Source: an optimization exercise on an open RTL-to-GDS flow (aim: small area, a short achievable clock period and few clock cycles per item). Production flows keep margins and buffers that such runs may drop. Where RTL was checked, it was by simulation tests only, not by an equivalence proof against the original.

## alpha
Design ysyx_divunit, start of the top module:
module ysyx_divunit (
    input             clk,
    input             rstn,
    input             div_valid,
    input             div_word,
    input             div_sign,
    input             alu_sec,
    input      [63:0] dividend,
    input      [63:0] divisor,
    output            res_rdy,
    output     [63:0] div_res
);
localparam S_IDLE = 3'd0, S_BL = 3'd1, S_ITER = 3'd3, S_NEG = 3'd4, S_DONE = 3'd5;
reg  [2:0]  state;
reg  [63:0] rem;      
reg  [64:0] dsr;      
reg  [63:0] quo;      
reg  [4:0]  cnt;      
reg         na_r, nb_r, sec_r, w_r, cin_r, done_r;
reg  [2:0]  f1, f0;
wire [63:0] a64 = div_word ? {{32{div_sign & dividend[31]}}, dividend[31:0]} : dividend;
wire [63:0] b64 = div_word ? {{32{div_sign & divisor[31]}},  divisor[31:0]}  : divisor;
wire        na  = div_sign & a64[63];
wire        nb  = div_sign & b64[63];
wire [63:0] xa  = a64 ^ {64{na}};    
wire [63:0] xb  = b64 ^ {64{nb}};    
function [6:0] msb64(input [63:0] x);
    reg [31:0] v1; reg [1*32-1:0] p1;
    reg [15:0] v2; reg [2*16-1:0] p2;
    reg [7:0]  v3; reg [3*8-1:0]  p3;
    reg [3:0]  v4; reg [4*4-1:0]  p4;
    reg [1:0]  v5; reg [5*2-1:0]  p5;
    integer i;
    begin
        for (i = 0; i < 32; i = i + 1) begin
            v1[i] = x[2*i+1] | x[2*i];
            p1[i] = x[2*i+1];
        end
        for (i = 0; i < 16; i = i + 1) begin
  ...
Settings: LEC_CHECK=0, CAP_MARGIN=20, CORE_MARGIN=2, CORE_UTILIZATION=50, PLACE_DENSITY=0.6, SETUP_SLACK_MARGIN=3, SLEW_MARGIN=20; clock period 10.0 ns.
run.sh (not shown) runs the stock make flow with config.mk's settings and CLKGATE_MAP_FILE= SYNTH_SCRIPT=/design/flow/synth_recipe.tcl, a recipe that flattens the netlist after the stock synthesis.
For beta, these inputs were changed with respect to alpha:
-- flow/config.mk --
<<< alpha, line 10
export CORE_UTILIZATION = 50
export PLACE_DENSITY = 0.6
export SETUP_SLACK_MARGIN = 3
export SLEW_MARGIN = 20
>>> beta, line 10
export CORE_UTILIZATION = 50
export PLACE_DENSITY = 0.6
export SETUP_SLACK_MARGIN = 5
export SLEW_MARGIN = 20
beta ends up with a fmax that is about 17% higher than in alpha.
Total track usage in beta is 7.2 points above alpha.
On shortest clock period the worst path allows after layout, the higher figure sits with alpha, not beta.
beta reports its timing startpoint of the critical path as rem[37] while alpha reports rem[51].
Delta (beta minus alpha): met3 track utilization from global routing went up; routed wire length grew by about 20%; number of diodes added for antenna fixing saw an increase.
In the metrics for beta and alpha, the one carrying the higher met2 capacity usage during global routing is beta.
Function was not checked in any run of this note: the RTL went through the layout flow alone.

========
The RTL this note starts from:
==> flow/design.v <==
module ysyx_divunit (
    input             clk,
    input             rstn,
    input             div_valid,
    input             div_word,
    input             div_sign,
    input             alu_sec,
    input      [63:0] dividend,
    input      [63:0] divisor,
    output            res_rdy,
    output     [63:0] div_res
);
localparam S_IDLE = 3'd0, S_SHIFT = 3'd1, S_ITER = 3'd2, S_NEG = 3'd3, S_DONE = 3'd4;
reg  [2:0]  state;
reg  [63:0] rem;      
reg  [63:0] dn;       
reg  [63:0] quo;      
reg  [5:0]  cnt;      
reg  [5:0]  pa_r, pb_r;   
reg         va_r, na_r;
reg         vb_r, nb_r, sec_r, w_r, cin_r, negq_r, negr_r, done_r;
reg         at_r, bt_r;   
reg  [2:0]  f1, f0;
wire [63:0] a64 = div_word ? {{32{div_sign & dividend[31]}}, dividend[31:0]} : dividend;
wire [63:0] b64 = div_word ? {{32{div_sign & divisor[31]}},  divisor[31:0]}  : divisor;
wire        na  = div_sign & a64[63];
wire        nb  = div_sign & b64[63];
wire [63:0] xa  = a64 ^ {64{na}};    
wire [63:0] xb  = b64 ^ {64{nb}};    
function [14:0] msb64(input [63:0] x);    
    reg [31:0] v1; reg [1*32-1:0] p1;
    reg [15:0] v2; reg [2*16-1:0] p2;
    reg [7:0]  v3; reg [3*8-1:0]  p3;
    reg [3:0]  v4; reg [4*4-1:0]  p4;
    reg [1:0]  v5; reg [5*2-1:0]  p5;
    integer i;
    begin
        for (i = 0; i < 32; i = i + 1) begin
            v1[i] = x[2*i+1] | x[2*i];
            p1[i] = x[2*i+1];
        end
        for (i = 0; i < 16; i = i + 1) begin
            v2[i] = v1[2*i+1] | v1[2*i];
            p2[2*i +: 2] = v1[2*i+1] ? {1'b1, p1[(2*i+1)*1 +: 1]} : {1'b0, p1[(2*i)*1 +: 1]};
        end
        for (i = 0; i < 8; i = i + 1) begin
            v3[i] = v2[2*i+1] | v2[2*i];
            p3[3*i +: 3] = v2[2*i+1] ? {1'b1, p2[(2*i+1)*2 +: 2]} : {1'b0, p2[(2*i)*2 +: 2]};
        end
        for (i = 0; i < 4; i = i + 1) begin
            v4[i] = v3[2*i+1] | v3[2*i];
            p4[4*i +: 4] = v3[2*i+1] ? {1'b1, p3[(2*i+1)*3 +: 3]} : {1'b0, p3[(2*i)*3 +: 3]};
        end
        for (i = 0; i < 2; i = i + 1) begin
            v5[i] = v4[2*i+1] | v4[2*i];
            p5[5*i +: 5] = v4[2*i+1] ? {1'b1, p4[(2*i+1)*4 +: 4]} : {1'b0, p4[(2*i)*4 +: 4]};
        end
        msb64 = {v3, v5[1] | v5[0], v5[1] ? {1'b1, p5[9:5]} : {1'b0, p5[4:0]}};
    end
endfunction
wire [14:0] ma = msb64(xa);
wire [14:0] mb = msb64(xb);
wire [7:0] ab = ma[14:7], bb = mb[14:7];
wire [7:0] ahi;    
genvar gj;
generate
    for (gj = 0; gj < 8; gj = gj + 1) begin : g_ahi
        assign ahi[gj] = |ab[7:gj];
    end
endgenerate
wire       k0e = na ? |(bb[7:1] & ~ahi[6:0]) : |(bb & ~ahi);
wire       bz   = (pb_r == 6'd0) & ~vb_r & ~nb_r;              
wire [6:0] dab  = {1'b0, pa_r} - {1'b0, pb_r};                
wire       k0   = bz | (va_r ? (dab[6] & (~na_r | ~(&dab))) : (~na_r | (pb_r != 6'd0)));
wire [5:0] sdif = va_r ? dab[5:0] + {5'd0, na_r} : 6'd0;
wire        fl = ~nb_r;
wire [5:0]  sh = sdif;
wire [63:0] y0 = quo;
wire [63:0] y1 = sh[0] ? {y0[62:0], {1{fl}}}  : y0;
wire [63:0] y2 = sh[1] ? {y1[61:0], {2{fl}}}  : y1;
wire [63:0] y3 = sh[2] ? {y2[59:0], {4{fl}}}  : y2;
wire [63:0] y4 = sh[3] ? {y3[55:0], {8{fl}}}  : y3;
wire [63:0] y5 = sh[4] ? {y4[47:0], {16{fl}}} : y4;
wire [63:0] y6 = sh[5] ? {y5[31:0], {32{fl}}} : y5;
wire        q;
wire [64:0] sum;
wire        bt = bt_r & ~((state == S_SHIFT) & k0);
add_pfx #(.N(65)) u_add (.a({at_r, rem}), .b({bt, dn}), .ci(cin_r), .s(sum), .co(q));
wire [63:0] t = sum[63:0];
wire        qb = q | (sum[64] & ~at_r);
wire last   = (cnt == 6'd0);
wire s_idle = (state == S_IDLE), s_iter = (state == S_ITER);
wire mvq    = s_iter & last & ~sec_r;                 
wire [63:0] alt = s_idle ? xa : (mvq ? {quo[62:0], qb} : rem);
reg  [2:0] nxt;
always @* begin
    nxt = state;
    case (state)
        S_IDLE:  if (div_valid) nxt = k0e ? S_DONE : S_SHIFT;
        S_SHIFT: nxt = k0 ? S_DONE : S_ITER;
        S_ITER:  if (last) nxt = (negq_r | negr_r) ? S_NEG : S_DONE;
        S_NEG:   nxt = S_DONE;
        default: nxt = S_IDLE;
    endcase
end
wire [5:0] cnt_nxt  = (state == S_SHIFT) ? sdif : cnt - 6'd1;
wire       mvq_nxt  = (nxt == S_ITER) & (cnt_nxt == 6'd0) & ~sec_r;
always @(posedge clk or negedge rstn) begin
    if (!rstn) begin
        state  <= S_IDLE;
        done_r <= 1'b0;
        at_r   <= 1'b0;
        bt_r   <= 1'b0;
    end else begin
        state  <= nxt;
        done_r <= (nxt == S_DONE);
        at_r   <= (nxt == S_SHIFT) | (nxt == S_NEG) | ((nxt == S_ITER) & ~mvq_nxt);
        bt_r   <= (nxt == S_SHIFT) | (nxt == S_NEG);
    end
end
always @(posedge clk) begin
    nb_r   <= nb;
    sec_r  <= alu_sec;
    w_r    <= div_word;
    negq_r <= ~alu_sec & (na ^ nb);
    negr_r <= alu_sec & na;
    na_r   <= na;
    va_r   <= ma[6];
    vb_r   <= mb[6];
    pa_r   <= ma[5:0];
    pb_r   <= mb[5:0];
    dn  <= s_idle ? 64'd0 :
           (state == S_SHIFT) ? (k0 ? {64{1'b1}} : y6) :
           (s_iter & ~last) ? {1'b1, dn[63:1]} : {64{1'b1}};
    quo <= s_idle ? ~xb : (state == S_SHIFT) ? 64'd0 : {quo[62:0], qb};
end
always @(posedge clk) begin
    rem <= q ? t : alt;
    cnt <= cnt_nxt;
    case (state)
        S_IDLE: begin
            cin_r  <= na;
            f1     <= alu_sec ? {~na & ~div_word, ~na, ~na} : 3'b000;
            f0     <= alu_sec ? {na & ~div_word, na, na} : 3'b000;
        end
        S_SHIFT: begin
            cin_r <= ~nb_r;
            if (!k0) begin
                f1 <= 3'b111;
                f0 <= 3'b000;
            end else if (sec_r) begin      
                f1 <= {~na_r & ~w_r, ~na_r, ~na_r};
                f0 <= {na_r & ~w_r, na_r, na_r};
            end else begin                 
                f1 <= {bz & ~na_r & ~w_r, bz & ~na_r, bz};
                f0 <= {bz & ~na_r & ~w_r, bz & ~na_r, bz};
            end
        end
        S_ITER: begin
            if (last) cin_r <= 1'b0;
        end
        S_NEG: begin
            f1 <= 3'b000;
            f0 <= {~w_r, 2'b11};
        end
        default: ;
    endcase
end
genvar gi;
generate
    for (gi = 0; gi < 64; gi = gi + 1) begin : g_out
        localparam integer G = (gi == 0) ? 0 : (gi < 32) ? 1 : 2;
        assign div_res[gi] = rem[gi] ? f1[G] : f0[G];
    end
endgenerate
assign res_rdy = done_r;
endmodule
module add_pfx #(parameter N = 64) (
    input  [N-1:0] a,
    input  [N-1:0] b,
    input          ci,
    output [N-1:0] s,
    output         co
);
localparam M = N + 1;    
reg [M-1:0] g, p;
integer d, i;
always @* begin
    g = {a & b, ci};
    p = {a ^ b, 1'b0};
    for (d = 1; d < M; d = d * 2)
        for (i = M-1; i >= 0; i = i - 1)
            if ((i / d) % 2 == 1) begin
                g[i] = g[i] | (p[i] & g[(i/d)*d - 1]);
                p[i] = p[i] & p[(i/d)*d - 1];
            end
end
assign s  = (a ^ b) ^ g[M-2:0];
assign co = g[M-1];
endmodule
==> flow/config.mk <==
export PLATFORM = sky130hd
export DESIGN_NAME = ysyx_divunit
export DESIGN_NICKNAME = ysyx_divunit
export VERILOG_FILES = /design/flow/design.v
export SDC_FILE = /design/flow/constraint.sdc
export NUM_CORES = 8
export LEC_CHECK = 0
export CAP_MARGIN = 20
export CORE_MARGIN = 2
export CORE_UTILIZATION = 60
export PLACE_DENSITY = 0.7
export SETUP_SLACK_MARGIN = 5
export SLEW_MARGIN = 20
==> flow/constraint.sdc <==
create_clock -name core_clock -period 10.0 [get_ports {clk}]
set_input_delay 2.0000 -clock core_clock [delete_from_list [all_inputs] [get_ports {clk}]]
set_output_delay 2.0000 -clock core_clock [all_outputs]
set_load 0.01 [all_outputs]
standard.sh (not shown) runs the stock make flow with config.mk's settings and CLKGATE_MAP_FILE= SYNTH_SCRIPT=/design/flow/synth_recipe.tcl, a recipe that flattens the netlist after the stock synthesis.
==> flow/flow/run.sh <==
#!/bin/bash
set -euo pipefail
bash standard.sh "BUFFER_PORTS_ARGS=-buffer_cell sky130_fd_sc_hd__buf_1" \
  "CTS_ARGS=-sink_clustering_enable -repair_clock_nets -dont_use_dummy_load" \
  SETUP_SLACK_MARGIN=6.0 SKIP_GATE_CLONING=1 finish > standard.log 2>&1
Testbench counts at the start, summed over its fixed seeds: cycles 36,922, divs 3,200.
Next try:
==> flow/flow/run.sh (replaced) <==
#!/bin/bash
set -euo pipefail
bash standard.sh "BUFFER_PORTS_ARGS=-buffer_cell sky130_fd_sc_hd__buf_1" \
  "CTS_ARGS=-sink_clustering_enable -repair_clock_nets -dont_use_dummy_load" \
  SETUP_SLACK_MARGIN=5.75 finish > standard.log 2>&1
Non-clock buffer count shrinks by 51.
First-iteration DRC count is higher by 5.4%.
Maximum frequency is lower by 3.5%.
Final cell count went down by 1.5%.
Worst hold slack gains 3.2 ps.
Setup slack is worse by 150 ps.
Count of clock-buffer cells in the layout stays the same.
Next try:
==> flow/flow/run.sh (replaced) <==
#!/bin/bash
set -euo pipefail
bash standard.sh "BUFFER_PORTS_ARGS=-buffer_cell sky130_fd_sc_hd__buf_1" \
  "CTS_ARGS=-sink_clustering_enable -repair_clock_nets -dont_use_dummy_load" \
  SETUP_SLACK_MARGIN=6.0 SKIP_LAST_GASP=1 finish > standard.log 2>&1
Effect: The new run completed with no timing, DRC or antenna violations; via count goes up by about 2.7%; die area stays the same; synthesized area is unchanged; cell count goes up by 1.4%.
Next try:
==> flow/flow/run.sh (replaced) <==
#!/bin/bash
set -euo pipefail
bash standard.sh "BUFFER_PORTS_ARGS=-buffer_cell sky130_fd_sc_hd__buf_1" \
  "CTS_ARGS=-sink_clustering_enable -repair_clock_nets -dont_use_dummy_load" \
  SETUP_SLACK_MARGIN=6.0 RECOVER_POWER=20 finish > standard.log 2>&1
After rerunning: The new run completed, yet does not pass: capacitance limit, slew limit. Core utilization goes down by 0.47 points. Worst hold slack got worse by 8.7 ps. Wire length stays flat. Die area is unchanged.
Next try:
==> flow/flow/run.sh (replaced) <==
#!/bin/bash
set -euo pipefail
bash standard.sh "BUFFER_PORTS_ARGS=-buffer_cell sky130_fd_sc_hd__buf_1" \
  "CTS_ARGS=-sink_clustering_enable -repair_clock_nets -dont_use_dummy_load" \
  SETUP_SLACK_MARGIN=6.0 finish > standard.log 2>&1
Outcome: This time the run ran to the end with no violations. Utilization went up by 0.47 points. Global-route usage does not change. Area after synthesis does not change. Cell count stays the same. Design area goes up slightly. Maximum frequency climbs by well over a third. Synthesized cell count does not change. Worst setup slack gains 2700 ps. Wire length is about the same. Non-clock buffer count stays the same.

port drivers added, routing unchanged:
Ports are ideal in the flow. The routed layouts listed here were re-timed in OpenROAD. Step 1, drivers: a clkbuf_16 drives clk and a buf_2 each remaining input, both assumed. Step 2 times the ports against the registers' clock, not the clock port: input delays grow and output delays shrink by t, the midpoint of the rising clock arrivals with the driver on. a / b / c = ideal / step 1 / step 2; a / b = the first two.
run	t, ns	slack for setup (ns)	clock arrival spread, ns
alpha	0.677	3.136 / 3.136 / 3.136	0.016 / 0.016
beta	0.673	4.134 / 4.134 / 4.134	0.014 / 0.014
the first run of note 2	0.593	5.965 / 5.991 / 5.398	0.017 / 0.016
the second run of note 2	0.591	5.819 / 5.824 / 5.264	0.024 / 0.023
the third run of note 2	0.598	6.002 / 6.035 / 5.437	0.018 / 0.018
the fourth run of note 2	0.597	3.342 / 3.342 / 2.800	0.019 / 0.019
the fifth run of note 2	0.598	6.002 / 6.035 / 5.437	0.018 / 0.018
For the first run of note 2, which loses most, drivers alone change the setup slack by +0.026 ns; drivers and shift together by -0.567 ns.
